This design comes from an exercise in tuning for small area, a short achievable clock period and few clock cycles per item on the open sky130 flow, not from production work. The RTL was checked by simulation tests, not by an equivalence proof against the original design.

// Divider_Modulo
module Divider_Modulo (clk, reset, mode, valid_in, divisor, dividend, result, valid_out);
Size in the first run: about 98 flip-flops, about 18000 um^2 of cells after synthesis.
clock: 25.0 ns
lec_check: 0
abc_area: 1
cap_margin: 20
core_margin: 2
core_utilization: 40
slew_margin: 20
synth_hierarchical: 1
standard.sh (not shown) runs the stock make flow with config.mk's settings and CLKGATE_MAP_FILE= SYNTH_SCRIPT=/design/flow/synth_recipe.tcl, a recipe that flattens the netlist after the stock synthesis.
==> flow/flow/run.sh <==
#!/bin/bash
set -euo pipefail
bash standard.sh synth > synth.log 2>&1
bash standard.sh SETUP_SLACK_MARGIN=14.5 TNS_END_PERCENT=0 SKIP_INCREMENTAL_REPAIR=1 finish > layout.log 2>&1
Testbench counts at the start, summed over its fixed seeds: cycles 8,000, items 4,000.
Edit:
==> flow/flow/run.sh (replaced) <==
#!/bin/bash
# Own layout flow: the standard synthesis unchanged, then the standard
# layout with these changes:
#  - ports are buffered with buf_4 cells instead of the slow delay buffers the
#    default port buffering picks;
#  - repair may resize a cell to any cell of the same function;
set -euo pipefail
bash standard.sh synth > synth.log 2>&1
bash standard.sh "BUFFER_PORTS_ARGS=-buffer_cell sky130_fd_sc_hd__buf_4" \
  SETUP_SLACK_MARGIN=14.5 TNS_END_PERCENT=0 SKIP_INCREMENTAL_REPAIR=1 finish > layout.log 2>&1
The changed run completed with no timing, DRC or antenna violations.
Die area is unchanged.
Setup slack gets better by 0.054 ns.
Sequential share of layout area climbs by 0.49 points.
Via count drops by 2.3%.
Wire length drops by 4.6%.
Edit:
--- a/flow/flow/run.sh
+++ b/flow/flow/run.sh
@@ -10 +10 @@
-  SETUP_SLACK_MARGIN=14.5 TNS_END_PERCENT=0 SKIP_INCREMENTAL_REPAIR=1 finish > layout.log 2>&1
+  SETUP_SLACK_MARGIN=14 TNS_END_PERCENT=0 SKIP_INCREMENTAL_REPAIR=1 finish > layout.log 2>&1
--- a/flow/config.mk
+++ b/flow/config.mk
@@ -11 +11,2 @@
-export CORE_UTILIZATION = 40
+export CORE_UTILIZATION = 60
+export PLACE_DENSITY = 0.75
Outcome:
- The new run produced a clean layout
- register-to-register slack degrades by 0.83 ns
- routed wire length is lower by 2.7%
- cell area is lower by 5.1%
- setup slack degrades by 0.73 ns
- synthesized cell count does not change
Edit:
==> flow/run.sh (new file) <==
#!/bin/bash
# synth_recipe.tcl (not shown) runs the flow's synth.tcl, then flattens the netlist and writes it again
# the make line also repeats each setting of config.mk as NAME=value (left out here)
make -C /OpenROAD-flow-scripts/flow DESIGN_CONFIG=/design/flow/config.mk WORK_HOME=/design/flow/orfs CLKGATE_MAP_FILE= SYNTH_SCRIPT=/design/flow/synth_recipe.tcl finish
--- a/flow/config.mk
+++ b/flow/config.mk
@@ -11,2 +11,2 @@
-export CORE_UTILIZATION = 60
-export PLACE_DENSITY = 0.75
+export CORE_UTILIZATION = 65
+export PLACE_DENSITY = 0.8
removed: flow/flow/run.sh
removed: flow/standard.sh
The changed run completed with no timing, DRC or antenna violations.
Wire length is lower by about 6%.
Clock skew is about the same.
Via count decreases by about 1%.
Non-clock buffer count fell by 12.
Setup slack is worse by 1.2 ns.
Fmax is lower by 9.5%.
Cell area came out lower by about 1.8%.
Synthesized cell count stays the same.
Global-route usage is about the same.
Flip-flop and latch count is unchanged.

## build 81
Divider_Modulo again, from the RTL that the note above started with.
Settings: LEC_CHECK=0, ABC_AREA=1, CAP_MARGIN=20, CORE_MARGIN=2, CORE_UTILIZATION=40, CTS_BUF_LIST=sky130_fd_sc_hd__clkbuf_4 sky130_fd_sc_hd__clkbuf_8, SLEW_MARGIN=20, SYNTH_HIERARCHICAL=1; clock period 25.0 ns.
==> flow/flow/run.sh <==
#!/bin/bash
# Own layout flow: the standard synthesis unchanged, then the standard
# layout with these changes:
#  - ports are buffered with buf_4 cells instead of the slow delay buffers the
#    default port buffering picks;
#  - repair may resize a cell to any cell of the same function;
set -euo pipefail
bash standard.sh synth > synth.log 2>&1
bash standard.sh "BUFFER_PORTS_ARGS=-buffer_cell sky130_fd_sc_hd__buf_4" \
  SETUP_SLACK_MARGIN=14 TNS_END_PERCENT=0 SKIP_INCREMENTAL_REPAIR=1 finish > layout.log 2>&1
Build 81 completed end to end with timing, DRC and antenna clean.
Testbench counts of build 81, summed over its fixed seeds: cycles 8,000, items 4,000.
#### Input delta (build 45 over build 81)
==> flow/flow/run.sh <==
#!/bin/bash
set -euo pipefail
bash standard.sh synth > synth.log 2>&1
bash standard.sh SETUP_SLACK_MARGIN=15 TNS_END_PERCENT=0 SKIP_INCREMENTAL_REPAIR=1 finish > layout.log 2>&1
diff --git a/flow/config.mk b/flow/config.mk
--- a/flow/config.mk
+++ b/flow/config.mk
@@ -12 +11,0 @@
-export CTS_BUF_LIST = sky130_fd_sc_hd__clkbuf_4 sky130_fd_sc_hd__clkbuf_8
==> summary.txt <==
- In the tables for build 81 and build 45, global-route usage reads lower with build 81.
- On number of filler instances in the final layout: build 45 sits below build 81.
- When build 45 is measured against build 81, its buffer count excluding the clock tree in the final layout turns out 210% higher.
- For footprint of the multi-input gates, dividing the value from build 81 by the value from build 45 gives 0.888.
- Compared to build 81, build 45 leaves less free space in the core.
- Delta (build 45 minus build 81): post-route clock period utilization decreased by 2.0 points relative to the old numbers; final cell count rose 191.
- The sequential share of layout area in build 45 sits 1.2 points below the value recorded for build 81.
Edits applied to the flow inputs when going from build 45 to build 70:
==> flow/flow/run.sh <==
#!/bin/bash
set -euo pipefail
bash standard.sh synth > synth.log 2>&1
bash standard.sh SETUP_SLACK_MARGIN=14 TNS_END_PERCENT=0 finish > layout.log 2>&1
Compared build 70 vs build 45, and mean routed wirelength per cell is down in build 70.
Compared build 45 against build 70.
The following lists how build 63 was set up differently from build 70:
==> flow/flow/run.sh <==
#!/bin/bash
# Own layout flow: the standard synthesis unchanged, then the standard
# layout with these changes:
#  - ports are buffered with buf_4 cells instead of the slow delay buffers the
#    default port buffering picks;
#  - repair may resize a cell to any cell of the same function;
set -euo pipefail
bash standard.sh synth > synth.log 2>&1
bash standard.sh "BUFFER_PORTS_ARGS=-buffer_cell sky130_fd_sc_hd__buf_4" \
  SETUP_SLACK_MARGIN=14 TNS_END_PERCENT=0 SKIP_INCREMENTAL_REPAIR=1 finish > layout.log 2>&1
diff --git a/flow/config.mk b/flow/config.mk
--- a/flow/config.mk
+++ b/flow/config.mk
@@ -11 +11,2 @@
-export CORE_UTILIZATION = 40
+export CORE_UTILIZATION = 50
+export PLACE_DENSITY = 0.65
Findings:
- Compared with build 70, in build 63 length of routed wiring on met1 lost 950 um; detailed placer's ending HPWL picked up an extra 2.2%.
- When build 63 is measured against build 70, its least setup slack across all paths after layout turns out 0.24 ns lower.
- Build 63 against build 70; non-clock buffer count is down by more than half.
- On hold slack, build 70 and build 63 are neck and neck.
- dividend[27] as the origin of the worst setup path was reported by build 70, and shB[16] by build 63.

Setup of build 24:
Starting RTL as in the previous note.
==> flow/config.mk <==
export PLATFORM = sky130hd
export DESIGN_NAME = Divider_Modulo
export DESIGN_NICKNAME = Divider_Modulo
export VERILOG_FILES = /design/flow/design.v
export SDC_FILE = /design/flow/constraint.sdc
export NUM_CORES = 4
export LEC_CHECK = 0
export ABC_AREA = 1
export CAP_MARGIN = 20
export CORE_MARGIN = 2
export CORE_UTILIZATION = 40
export SLEW_MARGIN = 20
export SYNTH_HIERARCHICAL = 1
==> flow/constraint.sdc <==
create_clock -name core_clock -period 25.0 [get_ports {clk}]
set_input_delay 5.0000 -clock core_clock [delete_from_list [all_inputs] [get_ports {clk}]]
set_output_delay 5.0000 -clock core_clock [all_outputs]
set_load 0.01 [all_outputs]
==> flow/flow/run.sh <==
#!/bin/bash
# Own layout flow: the standard synthesis unchanged, then the standard
# layout with these changes:
#  - ports are buffered with buf_4 cells instead of the slow delay buffers the
#    default port buffering picks;
#  - repair may resize a cell to any cell of the same function;
set -euo pipefail
bash standard.sh synth > synth.log 2>&1
bash standard.sh "BUFFER_PORTS_ARGS=-buffer_cell sky130_fd_sc_hd__buf_4" \
  SETUP_SLACK_MARGIN=14 TNS_END_PERCENT=0 SKIP_INCREMENTAL_REPAIR=1 finish > layout.log 2>&1
The flow did not stop early for build 24: all stages ran, and the layout cleared the timing, design-rule and antenna checks.
Testbench counts of build 24, summed over its fixed seeds: cycles 8,000, items 4,000.
Modified inputs, build 88 compared to build 24
==> flow/flow/run.sh <==
#!/bin/bash
set -euo pipefail
bash standard.sh synth > synth.log 2>&1
bash standard.sh SETUP_SLACK_MARGIN=13.5 TNS_END_PERCENT=0 SKIP_INCREMENTAL_REPAIR=1 finish > layout.log 2>&1
==> comparison <==
Final-layout fill cell count, build 88 vs build 24: down slightly
Per the comparison of build 88 with build 24, final cell count now sits at about the same level, detailed-route vias per instance did not really move, count of multi-input gates ~0 delta, post-route met1 wirelength -0.72%.
From build 24 to build 88 the numbers moved as follows: routed wire length shrank by about 1.2%, synthesis-to-layout area growth shows an increase of 0.58 points.
Here is what was changed in the inputs of build 54 compared with build 88.
Settings: GPL_TIMING_DRIVEN newly set to 0.
==> flow/flow/run.sh <==
#!/bin/bash
# Own layout flow: the standard synthesis unchanged, then the standard
# layout with these changes:
#  - ports are buffered with buf_4 cells instead of the slow delay buffers the
#    default port buffering picks;
#  - repair may resize a cell to any cell of the same function;
set -euo pipefail
bash standard.sh synth > synth.log 2>&1
bash standard.sh "BUFFER_PORTS_ARGS=-buffer_cell sky130_fd_sc_hd__buf_4" \
  SETUP_SLACK_MARGIN=14 TNS_END_PERCENT=0 SKIP_INCREMENTAL_REPAIR=1 finish > layout.log 2>&1
Results
- Build 88 has lower highest clock frequency the design can meet than build 54.
- The layout overhead on the synthesized area reported for build 54 is greater than that of build 88 by 4.4 points.
- Of build 88 and build 54, build 88 shows the lower transition time of the tightest slew-check pin, with build 54 above it.
- The global-route wire length before repair reported for build 54 is greater than that of build 88 by 6100 um.
- Build 54: full flow OK, the timing, design-rule and antenna checks passed
- Build 88 ended with every stage complete and zero timing, DRC or antenna violations.
- Utilization build 88 -> build 54: up
- The startpoint of the worst setup timing path comes out divisor[10] in one run and divisor[0] in the other, namely in build 88 and build 54 respectively.
- Diff build 54..build 88 | total overflow reported by the global router | unchanged
Here is what was changed in the inputs of build 64 compared with build 54.
Settings: clearing GPL_TIMING_DRIVEN, which used to be 0.
diff --git a/flow/flow/run.sh b/flow/flow/run.sh
--- a/flow/flow/run.sh
+++ b/flow/flow/run.sh
@@ -8,3 +8,3 @@
 bash standard.sh synth > synth.log 2>&1
-bash standard.sh "BUFFER_PORTS_ARGS=-buffer_cell sky130_fd_sc_hd__buf_4" \
+bash standard.sh "BUFFER_PORTS_ARGS=-buffer_cell sky130_fd_sc_hd__buf_4" MATCH_CELL_FOOTPRINT=0 \
   SETUP_SLACK_MARGIN=14 TNS_END_PERCENT=0 SKIP_INCREMENTAL_REPAIR=1 finish > layout.log 2>&1
==> comparison <==
Build 54 and build 64 ended up with nearly the same synthesized cell count.
Build 64: full flow OK, the timing, design-rule and antenna checks passed
Build 64 — global-route wire length before repair about 7% lower, build 54 as reference
Destination of the critical timing path: result[3] -> build 64, shA[0]$_DFF_P_ -> build 54
Lower hold slack was reported by build 64, not build 54.

Another version of the RTL of Divider_Modulo (not shown whole).
For scale: about 3700 cells after synthesis, ~85 I/O pins, ~0.019 mm² of cells after synthesis.
// Divider_Modulo
module Divider_Modulo (clk, reset, mode, valid_in, divisor, dividend, result, valid_out);
clock: 25.0 ns
lec_check: 0
abc_area: 1
cap_margin: 20
core_margin: 2
core_utilization: 40
slew_margin: 20
synth_hierarchical: 1
run.sh (not shown) runs the stock make flow with config.mk's settings and CLKGATE_MAP_FILE= SYNTH_SCRIPT=/design/flow/synth_recipe.tcl, a recipe that flattens the netlist after the stock synthesis.
Stock flow here: none of the scripts above is used.
Testbench counts at the start, summed over its fixed seeds: cycles 8,000, items 4,000.
Next try:
==> flow/flow/run.sh (new file) <==
#!/bin/bash
set -euo pipefail
MARGIN=${MARGIN:-16}
bash standard.sh synth > synth.log 2>&1
bash standard.sh SETUP_SLACK_MARGIN=$MARGIN finish > layout.log 2>&1
==> flow/standard.sh (new file) <==
#!/bin/bash
# synth_recipe.tcl (not shown) runs the flow's synth.tcl, then flattens the netlist and writes it again
# the make line also repeats each setting of config.mk as NAME=value (left out here)
make -C /OpenROAD-flow-scripts/flow DESIGN_CONFIG=/design/flow/config.mk WORK_HOME=/design/flow/orfs CLKGATE_MAP_FILE= SYNTH_SCRIPT=/design/flow/synth_recipe.tcl "${@:-finish}"
removed: flow/run.sh
The new run completed with no timing, DRC or antenna violations.
Synthesized area stays the same.
Die area does not change.
Flip-flop and latch count stays the same.
First-iteration DRC count rose to 4.1 times its value.
Hold slack is about the same.
Setup slack gets better by 1.7 ns.
Maximum frequency rose by 14%.
Final area rose by 60%.
Global-route usage rose by 10 points.

Divider_Modulo with an RTL version that a note above also has.
For scale: about 3,700 cells after synthesis, about 85 I/O pins, roughly 18,000 um2 of cells after synthesis.
==> flow/config.mk <==
export PLATFORM = sky130hd
export DESIGN_NAME = Divider_Modulo
export DESIGN_NICKNAME = Divider_Modulo
export VERILOG_FILES = /design/flow/design.v
export SDC_FILE = /design/flow/constraint.sdc
export NUM_CORES = 4
export LEC_CHECK = 0
export ABC_AREA = 1
export CAP_MARGIN = 20
export CORE_MARGIN = 2
export CORE_UTILIZATION = 40
export SLEW_MARGIN = 20
export SYNTH_HIERARCHICAL = 1
==> flow/constraint.sdc <==
create_clock -name core_clock -period 25.0 [get_ports {clk}]
set_input_delay 5.0000 -clock core_clock [delete_from_list [all_inputs] [get_ports {clk}]]
set_output_delay 5.0000 -clock core_clock [all_outputs]
set_load 0.01 [all_outputs]
standard.sh (not shown) runs the stock make flow with config.mk's settings and CLKGATE_MAP_FILE= SYNTH_SCRIPT=/design/flow/synth_recipe.tcl, a recipe that flattens the netlist after the stock synthesis.
==> flow/flow/run.sh <==
#!/bin/bash
# Own layout flow: the standard synthesis unchanged, then the standard
# layout with these changes:
#  - ports are buffered with buf_2 cells instead of the slow delay buffers the
#    default port buffering picks;
#  - timing repair works to a setup slack margin of 13.7 ns (worst endpoint
#    only), so that after clock tree synthesis it speeds up the critical paths
#    although every path already meets the 25 ns clock;
set -euo pipefail
bash standard.sh synth > synth.log 2>&1
bash standard.sh "BUFFER_PORTS_ARGS=-buffer_cell sky130_fd_sc_hd__buf_2" \
  SETUP_SLACK_MARGIN=13.7 TNS_END_PERCENT=0 SKIP_INCREMENTAL_REPAIR=1 finish > layout.log 2>&1
Testbench counts at the start, summed over its fixed seeds: cycles 8,000, items 4,000.
Then changed:
==> flow/flow/run.sh (replaced) <==
#!/bin/bash
# Own layout flow: the standard synthesis unchanged, then the standard
# layout with these changes:
#  - ports are buffered with buf_4 cells instead of the slow delay buffers the
#    default port buffering picks;
#  - timing repair works to a setup slack margin of 14 ns (worst endpoint
#    only), so that after clock tree synthesis it speeds up the critical paths
#    although every path already meets the 25 ns clock;
set -euo pipefail
bash standard.sh synth > synth.log 2>&1
bash standard.sh "BUFFER_PORTS_ARGS=-buffer_cell sky130_fd_sc_hd__buf_4" \
  SETUP_SLACK_MARGIN=14 TNS_END_PERCENT=0 SKIP_INCREMENTAL_REPAIR=1 finish > layout.log 2>&1
What happened: The new run completed without violations; count of clock-buffer cells in the layout is unchanged; synthesized area is unchanged; utilization came out higher by 0.62 points; worst setup slack gains 0.33 ns; global-route usage came out higher by 0.39 points; clock skew barely changes.
Then changed:
==> flow/run.sh (new file) <==
#!/bin/bash
# synth_recipe.tcl (not shown) runs the flow's synth.tcl, then flattens the netlist and writes it again
# the make line also repeats each setting of config.mk as NAME=value (left out here)
make -C /OpenROAD-flow-scripts/flow DESIGN_CONFIG=/design/flow/config.mk WORK_HOME=/design/flow/orfs CLKGATE_MAP_FILE= SYNTH_SCRIPT=/design/flow/synth_recipe.tcl finish
removed: flow/flow/run.sh
removed: flow/standard.sh
Synthesized area is unchanged.
Fmax came out lower by 11%.
First-iteration DRC count shrinks by 3.1%.
Hold slack barely changes.
Then changed:
==> flow/flow/run.sh (new file) <==
#!/bin/bash
set -euo pipefail
bash standard.sh synth > synth.log 2>&1
bash standard.sh SETUP_SLACK_MARGIN=14 TNS_END_PERCENT=0 SKIP_INCREMENTAL_REPAIR=1 finish > layout.log 2>&1
==> flow/standard.sh (new file) <==
#!/bin/bash
# synth_recipe.tcl (not shown) runs the flow's synth.tcl, then flattens the netlist and writes it again
# the make line also repeats each setting of config.mk as NAME=value (left out here)
make -C /OpenROAD-flow-scripts/flow DESIGN_CONFIG=/design/flow/config.mk WORK_HOME=/design/flow/orfs CLKGATE_MAP_FILE= SYNTH_SCRIPT=/design/flow/synth_recipe.tcl "${@:-finish}"
removed: flow/run.sh
Result:
- The changed run finished with timing, DRC and antenna clean
- routed wire length increases by a little under a tenth
- die area stays the same
- setup slack gets better by 1.3 ns
- via count increases slightly
- first-iteration DRC count increases by roughly a tenth
- final cell count increases slightly
Then changed:
==> flow/flow/run.sh (replaced) <==
#!/bin/bash
# Own layout flow: the standard synthesis unchanged, then the standard
# layout with these changes:
#  - ports are buffered with buf_2 cells instead of the slow delay buffers the
#    default port buffering picks;
#  - timing repair works to a setup slack margin of 14 ns (worst endpoint
#    only), so that after clock tree synthesis it speeds up the critical paths
#    although every path already meets the 25 ns clock;
set -euo pipefail
bash standard.sh synth > synth.log 2>&1
bash standard.sh "BUFFER_PORTS_ARGS=-buffer_cell sky130_fd_sc_hd__buf_2" \
  SETUP_SLACK_MARGIN=14 TNS_END_PERCENT=0 SKIP_INCREMENTAL_REPAIR=1 finish > layout.log 2>&1
The new run went through all stages and came out clean.
Setup slack improves by 0.070 ns.
Count of clock-buffer cells in the layout rose by 1.
Global-route usage shrinks by 1.4 points.
Routed wire length drops by 6.6%.
Flip-flop and latch count is unchanged.
Via count went down by 1.3%.
Register-to-register slack gets worse by 0.11 ns.
Cell area decreases by 3.9%.
Die area stays the same.
Core utilization shrinks by 1.7 points.

[afterwards: timing with drivers on the ports]
The results above use ideal ports. As a check the final layouts listed here were re-extracted and re-timed, cells and wires unchanged. Step 1 sets driving cells, clkbuf_16 on the clock port and buf_2 on the other inputs (assumed; they add their load-dependent delay and slew). Step 2 also shifts input and output timing later by t, the mid clock arrival at the registers, as if the neighbouring blocks saw the same clock. Slacks: no drivers / after step 1 / after step 2; pairs: no drivers / after step 1.
run | t, ns | slack for setup (ns) | worst data-port slew with drivers (ns)
the first run of note 1 | 0.439 | 14.410 / 14.387 / 13.982 | 0.05
the second run of note 1 | 0.436 | 14.464 / 14.437 / 14.046 | 0.05
the third run of note 1 | 0.407 | 13.735 / 13.687 / 13.532 | 0.06
the fourth run of note 1 | 0.410 | 12.554 / 12.507 / 12.177 | 0.05
build 81 | 0.483 | 14.024 / 14.025 / 13.563 | 0.05
build 45 | 0.444 | 14.528 / 14.543 / 14.101 | 0.05
build 70 | 0.442 | 14.131 / 14.085 / 13.700 | 0.05
build 63 | 0.404 | 13.892 / 13.846 / 13.629 | 0.05
build 24 | 0.439 | 14.070 / 14.019 / 13.672 | 0.05
build 88 | 0.438 | 13.569 / 13.550 / 13.162 | 0.05
build 54 | 0.433 | 14.052 / 14.082 / 13.648 | 0.05
build 64 | 0.439 | 14.070 / 14.019 / 13.672 | 0.05
the first run of note 4 | 0.422 | 11.833 / 11.833 / 11.833 | 0.07
the second run of note 4 | 0.445 | 13.491 / 13.434 / 13.601 | 0.10
the first run of note 5 | 0.435 | 13.740 / 13.688 / 13.402 | 0.05
the second run of note 5 | 0.439 | 14.070 / 14.019 / 13.672 | 0.05
the third run of note 5 | 0.435 | 12.688 / 12.714 / 12.278 | 0.05
the fourth run of note 5 | 0.439 | 13.973 / 13.987 / 13.564 | 0.05
the fifth run of note 5 | 0.435 | 14.043 / 13.992 / 13.672 | 0.05
After both steps every run listed still meets setup and hold. For build 81, which loses most, drivers alone change the setup slack by +0.001 ns; drivers and shift together by -0.461 ns.
